From an optimization exercise on the open Yosys and OpenROAD flow, aimed at small area; shortcuts taken in it are not production practice. RTL that was checked went through simulation tests only; none was proved equivalent to the original. Power is estimated from default activity; no workload was simulated.

## 12-04
// reflet_cpu
module reflet_cpu #(
    parameter wordsize = 16,
    debug_output = 1
    )(
    input clk,
    input reset,
    input enable,
    input [wordsize-1:0] data_in,
    output reg [wordsize-1:0] addr,
    output reg [wordsize-1:0] data_out,
    output write_en,
    output reg quit,  
    output debug,
    input [3:0] interrupt_request,
    output [wordsize-1:0] debug_wr
    );
    function [wordsize-1:0] inc(input [wordsize-1:0] a);
        integer b;
        reg c;
        begin
            c = 1;
            for (b=0; b<wordsize; b=b+1)
            begin
                inc[b] = a[b] ^ c;
                c = c & a[b];
            end
        end
    endfunction
    function [wordsize-1:0] step(input [wordsize-1:0] a, input down);
        integer b;
        reg c;
        begin
            c = 1;
            for (b=0; b<wordsize; b=b+1)
            begin
                step[b] = a[b] ^ c;
                c = c & (a[b] ^ down);
  ...
Size: ~2,000 cells after synthesis, roughly 450 flip-flops, ~74 I/O pins, roughly 22,000 um2 of cells after synthesis.
Settings: LEC_CHECK=0, CAP_MARGIN=20, CORE_MARGIN=2, CORE_UTILIZATION=55, SETUP_SLACK_MARGIN=0.15, SLEW_MARGIN=20; clock period 8.0 ns.
standard.sh (not shown) runs the stock make flow with config.mk's settings and CLKGATE_MAP_FILE= SYNTH_SCRIPT=/design/flow/synth_recipe.tcl, a recipe that flattens the netlist after the stock synthesis.
==> flow/flow/run.sh <==
#!/bin/bash
# The standard layout (standard.sh), changed in three ways:
#  - synthesis is synth_recipe.tcl unchanged except that ABC maps the logic
#    with flow/abc.script, an area-oriented script (registers are mapped
#    before ABC runs, so they are the standard synthesis's);
#  - ports are buffered with sky130_fd_sc_hd__buf_1;
#    placement removes the synthesis buffers as usual;
#  - the clock tree is built with CTS_ARGS below, without dummy loads.
# make's output goes to run.log; each ORFS step keeps its own log under
# orfs/logs/.
set -euo pipefail
cd "$(dirname "$0")/.."
W=$PWD
cat > flow_synth.tcl <<EOT
proc abc {args} {
  set i [lsearch \$args -script]
  if {\$i >= 0} { lset args [expr {\$i + 1}] $W/flow/abc.script }
  yosys abc {*}\$args
}
source $W/synth_recipe.tcl
EOT
sed "s#SYNTH_SCRIPT=[^ ]*#SYNTH_SCRIPT=$W/flow_synth.tcl#" standard.sh > flow_standard.sh
grep -q "SYNTH_SCRIPT=$W/flow_synth.tcl" flow_standard.sh
export BUFFER_PORTS_ARGS="-buffer_cell sky130_fd_sc_hd__buf_1"
export CTS_ARGS="-sink_clustering_enable -repair_clock_nets -dont_use_dummy_load -buf_list sky130_fd_sc_hd__clkbuf_8 -sink_clustering_size 18 -sink_clustering_max_diameter 55"
bash flow_standard.sh > run.log 2>&1
==> flow/flow/abc.script <==
strash
dch
amap
strash
dch
amap
topo
stime -c
12-04: all stages complete, timing, DRC and antenna checks passed
Inputs modified between 12-04 and 11-07:
diff --git a/flow/design.v b/flow/design.v
--- a/flow/design.v
+++ b/flow/design.v
@@ -1,19 +1,20 @@
 module reflet_alu
     #(parameter wordsize = 16
     )(
     input [wordsize-1:0] working_register,
     input [wordsize-1:0] other_register,
     input [wordsize-1:0] status_register,
     input [7:0] instruction,
+    input atom_zero,  
     output [wordsize-1:0] out
     );
     wire [3:0] opperand = instruction[7:4];
     wire [wordsize-1:0] wr = working_register;
     wire [wordsize-1:0] oth = other_register;
     wire is_e = opperand == 4'hE;
     wire op_read = opperand == 4'h0;
     wire op_wr   = opperand == 4'h1 || opperand == 4'hC ||
                    (is_e && (instruction[3:0] == 4'h0 || instruction[3:0] == 4'h1 || instruction[3:0] == 4'h4 ||
                              instruction[3:0] == 4'h7 || instruction[3:0] == 4'h9)) ||
                    instruction[7:2] == 6'b111110;
     wire op_set  = opperand == 4'h2;
@@ -36,26 +37,27 @@
     wire cmp_eq = ~|x;
     wire [wordsize-1:0] wr_rev;
     genvar k;
     generate for (k=0; k<wordsize; k=k+1) begin : rev_in
         assign wr_rev[k] = wr[wordsize-1-k];
     end endgenerate
     wire big_shift = |oth[wordsize-1:$clog2(wordsize)];
     wire [wordsize-1:0] sh = ( op_lsr ? wr_rev : wr ) << oth[$clog2(wordsize)-1:0];
     wire [wordsize-1:0] sh_rev;
     generate for (k=0; k<wordsize; k=k+1) begin : rev_out
         assign sh_rev[k] = sh[wordsize-1-k];
     end endgenerate
-    wire cmp = (op_eq & cmp_eq) | (op_les & cmp_les) | (op_cmpnot & ~status_register[0]);
-    wire cmp_op = op_eq | op_les | op_cmpnot;
+    wire op_atom = instruction == 8'hEA;
+    wire cmp = (op_eq & cmp_eq) | (op_les & cmp_les) | (op_cmpnot & ~status_register[0]) | (op_atom & atom_zero);
+    wire cmp_op = op_eq | op_les | op_cmpnot | op_atom;
     wire [3:0] tt = ( {4{op_read}} & 4'b1010 ) |
                     ( {4{op_wr}}   & 4'b1100 ) |
                     ( {4{op_and}}  & 4'b1000 ) |
                     ( {4{op_or}}   & 4'b1110 ) |
                     ( {4{op_xor}}  & 4'b0110 ) |
                     ( {4{op_not}}  & 4'b0101 );
     wire [wordsize-1:0] bitwise;
     generate for (k=0; k<wordsize; k=k+1) begin : lut
         assign bitwise[k] = tt[{wr[k], oth[k]}];
     end endgenerate
     assign out = bitwise |
                  ( {wordsize{op_set}} & {{(wordsize-4){1'b0}}, instruction[3:0]} ) |
@@ -294,28 +296,29 @@
     wire [1:0] routine_index = ( new_int ? target_level[1:0] : ( h_first ? old_arg : arg ) );
     wire [wordsize-1:0] routine = routines[routine_index];
     wire [wordsize-1:0] getint_out = ( getint_valid ? routine : 0 );
     wire i_retint = instruction == 8'hEB;
     wire [wordsize-1:0] addr_memory_out = addr_memory[i_retint ? level[1:0] : arg];
     wire [wordsize-1:0] int_out = ( (i_retint && !level[2]) || op_getintstack ? addr_memory_out : 0 );
     wire [wordsize-1:0] alu_out;
     reflet_alu #(.wordsize(wordsize)) alu(
         .working_register(wr),
         .other_register(other_register),
         .status_register(sr),
         .instruction(instruction),
+        .atom_zero(atom_zero),
         .out(alu_out));
     wire [wordsize-1:0] mem_out = ( i_load || i_pop ? data_in_cpu :
                                   ( i_ret ? pc_inc :
-                                  ( i_atom ? {sr[wordsize-1:1], atom_zero} : 0 )));
+                                  0 ));
     wire [wordsize-1:0] content = alu_out | mem_out | int_out | getint_out;
     wire [3:0] index = ( opperand == 4'h1 ? instruction[3:0] :
                        ( opperand == 4'hA || opperand == 4'hB || instruction == 8'hE6 || i_atom ? 4'hD   :
                        ( i_ret || i_call || i_retint || (instruction == 8'hE0 && sr[0]) ? 4'hE   : 4'h0   )));
     wire write_back = en && in_h;
     wire write_reg = write_back && !new_int && !i_push && instruction != 8'hE8;
     always @ (posedge clk)
         if (!reset)
             quit <= 0;
         else if (write_back && !new_int && instruction == 8'hE8)
             quit <= 1;
     wire [wordsize-1:0] reg_in = ( !reset ? 0 : content );
Notes after the runs:
Stage delay of the slowest cell on the critical path: 11-07 vs 12-04 up 80 ps
Multi-input combinational cell count is lower on 12-04
Changes observed in 11-07 relative to 12-04: clock sink count barely changed, first-pass GRT wire length climbed 3.7%, number of buffers and inverters on the critical path has increased, data arrival time of the critical path dropped 150 ps.
No functional check of the RTL was part of 11-07.


Another version of the RTL of reflet_cpu (not shown whole).
Size in the first run: about 450 flip-flops, about 0.023 sq mm of cells after synthesis.
==> flow/config.mk <==
export PLATFORM = sky130hd
export DESIGN_NAME = reflet_cpu
export DESIGN_NICKNAME = reflet_cpu
export VERILOG_FILES = /design/flow/design.v
export SDC_FILE = /design/flow/constraint.sdc
export NUM_CORES = 4
export LEC_CHECK = 0
export CAP_MARGIN = 20
export CORE_MARGIN = 2
export CORE_UTILIZATION = 55
export SETUP_SLACK_MARGIN = 0.15
export SLEW_MARGIN = 20
==> flow/constraint.sdc <==
create_clock -name core_clock -period 8.0 [get_ports {clk}]
set_input_delay 1.6000 -clock core_clock [delete_from_list [all_inputs] [get_ports {clk}]]
set_output_delay 1.6000 -clock core_clock [all_outputs]
set_load 0.01 [all_outputs]
==> flow/flow/abc.script <==
strash
dch
amap
topo
stime -c
Scripts as last shown in full above: flow/flow/run.sh
The first run ran to the end with no violations.
Change:
--- a/flow/design.v
+++ b/flow/design.v
@@ -73,42 +73,41 @@
     input enable,
     input [wordsize-1:0] data_in,
     output reg [wordsize-1:0] addr,
     output reg [wordsize-1:0] data_out,
     output write_en,
     output reg quit,  
     output debug,
     input [3:0] interrupt_request,
     output [wordsize-1:0] debug_wr
     );
-    integer i;  
     function [wordsize-1:0] inc(input [wordsize-1:0] a);
         integer b;
         reg c;
         begin
             c = 1;
             for (b=0; b<wordsize; b=b+1)
             begin
                 inc[b] = a[b] ^ c;
                 c = c & a[b];
             end
         end
     endfunction
-    function [wordsize-1:0] dec(input [wordsize-1:0] a);
+    function [wordsize-1:0] step(input [wordsize-1:0] a, input down);
         integer b;
         reg c;
         begin
             c = 1;
             for (b=0; b<wordsize; b=b+1)
             begin
-                dec[b] = a[b] ^ c;
-                c = c & !a[b];
+                step[b] = a[b] ^ c;
+                c = c & (a[b] ^ down);
             end
         end
     endfunction
     wire en = enable & !quit;
     wire [wordsize-1:0] registers [15:0];  
     wire [wordsize-1:0] wr = registers[4'h0  ];
     wire [wordsize-1:0] sr = registers[4'hD  ];
     wire [wordsize-1:0] pc = registers[4'hE  ];
     wire [wordsize-1:0] sp = registers[4'hF  ];
     reg [7:0] instruction;
@@ -168,35 +167,32 @@
     wire [1:0] size_used =
         ( !iok ? 2'd0 :
           ( (!in_interrupt_context & byte_mode) ? 2'd0 :
             ( i_pop || i_push || i_ret || i_call ? 2'd1 : size_normal_access )));
     wire byte_access = size_used == 2'd0;
     always @ (posedge clk)
         if (!reset)
             byte_mode <= 0;
         else if (en && (instruction == 8'hE7) && in_h)
             byte_mode <= !byte_mode;
-    wire [wordsize-1:0] sp_dec = {dec(sp >> 1), sp[0]};
-    wire [wordsize-1:0] sp_inc = {inc(sp >> 1), sp[0]};
+    wire [wordsize-1:0] sp_step = {step(sp >> 1, i_pop || i_ret), sp[0]};
     wire [wordsize-1:0] mem_addr = ( i_str || i_load ? other_register :
-                                   ( i_pop || i_ret ? sp_dec :
+                                   ( i_pop || i_ret ? sp_step :
                                    ( i_push || i_call ? sp :
                                    ( i_atom ? wr : 0 ))));
     wire [wordsize-1:0] cpu_addr = ( iok ? mem_addr : pc );
     always @ (posedge clk)
         if (en && reset)
             addr <= cpu_addr;
     reg [wordsize-1:0] data_in_cpu;
     reg atom_zero;
-    wire [wordsize-1:0] data_out_cpu = ( i_push || i_str ? wr :
-                                       ( i_call ? pc :
-                                       ( i_atom ? 1 : 0 )));
+    wire [wordsize-1:0] data_out_cpu = ( i_call ? pc : ( i_atom ? 1 : wr ) );
     wire [wordsize-1:0] data_read = ( cpu_addr[0] ? {8'h0, data_in[15:8]} :
                                     ( byte_access ? {8'h0, data_in[7:0]} : data_in ));
     wire [wordsize-1:0] data_write = ( cpu_addr[0] ? {data_out_cpu[7:0], data_in[7:0]} :
                                      ( byte_access ? {data_in[15:8], data_out_cpu[7:0]} : data_out_cpu ));
     always @ (posedge clk)
         if (en && (phase == ph_c || phase == ph_f3))
             data_in_cpu <= data_read;
         else if (en && phase == ph_f4 && inst_write)
             data_in_cpu <= data_write;
     always @ (posedge clk)
@@ -317,21 +313,21 @@
                        ( i_ret || i_call || i_retint || (instruction == 8'hE0 && sr[0]) ? 4'hE   : 4'h0   )));
     wire write_back = en && in_h;
     wire write_reg = write_back && !new_int && !i_push && instruction != 8'hE8;
     always @ (posedge clk)
         if (!reset)
             quit <= 0;
         else if (write_back && !new_int && instruction == 8'hE8)
             quit <= 1;
     wire [wordsize-1:0] reg_in = ( !reset ? 0 : content );
     wire [wordsize-1:0] pc_in = ( !reset ? 4   : ( new_int ? routine : ( index == 4'hE   ? content : pc_inc ) ) );
-    wire [wordsize-1:0] sp_in = ( !reset ? 0   : ( index == 4'hF   ? content : ( i_pop || i_ret ? sp_dec : sp_inc ) ) );
+    wire [wordsize-1:0] sp_in = ( !reset ? 0   : ( index == 4'hF   ? content : sp_step ) );
     generate for (k=0; k<16; k=k+1) begin : regs
         reg [wordsize-1:0] q;
         wire load;
         if (k == 4'hE  )
         begin
             assign load = !reset || write_back;
             always @ (posedge clk)
                 if (load)
                     q <= pc_in;
         end
Maximum frequency is about the same.
Sequential share of layout area grows by 0.17 points.
Final cell count shrinks by 0.51%.
Sequential cell count does not change.
Wire length barely changes.
Sequential power barely changes.
Register-to-register slack hardly moves.
Area after synthesis shrinks by 0.58%.
Worst setup slack stays flat.
Clock power stays flat.
Count of clock-buffer cells in the layout does not change.
Worst hold slack is worse by 0.0061 ns.
Non-clock buffer count shrinks by 2.

-- static timing again, ports no longer ideal --
No port has a modelled driver above. Below, the same layouts with a new extraction and two added sets of constraints. Step 1 assumes that a clkbuf_16 drives the clock port and a buf_2 every other input. Step 2, shift: input delay + t, output delay - t, t = (earliest + latest rising clock arrival at the registers) / 2. This alone moves slack from input paths to output paths. a / b / c = no drivers / after step 1 / after step 2; a / b = the first two.
run	t, ns	slack for setup (ns)	worst setup path after step 2	worst register clock-pin slew, ns
12-04	0.680	0.683 / 0.683 / 0.683	register to register	0.11 / 0.11
11-07	0.668	0.688 / 0.688 / 0.688	register to register	0.12 / 0.12
the first run of note 2	0.690	0.564 / 0.564 / 0.564	register to register	0.11 / 0.11
the second run of note 2	0.671	0.565 / 0.565 / 0.565	register to register	0.11 / 0.11
After both steps every run listed still meets setup and hold.
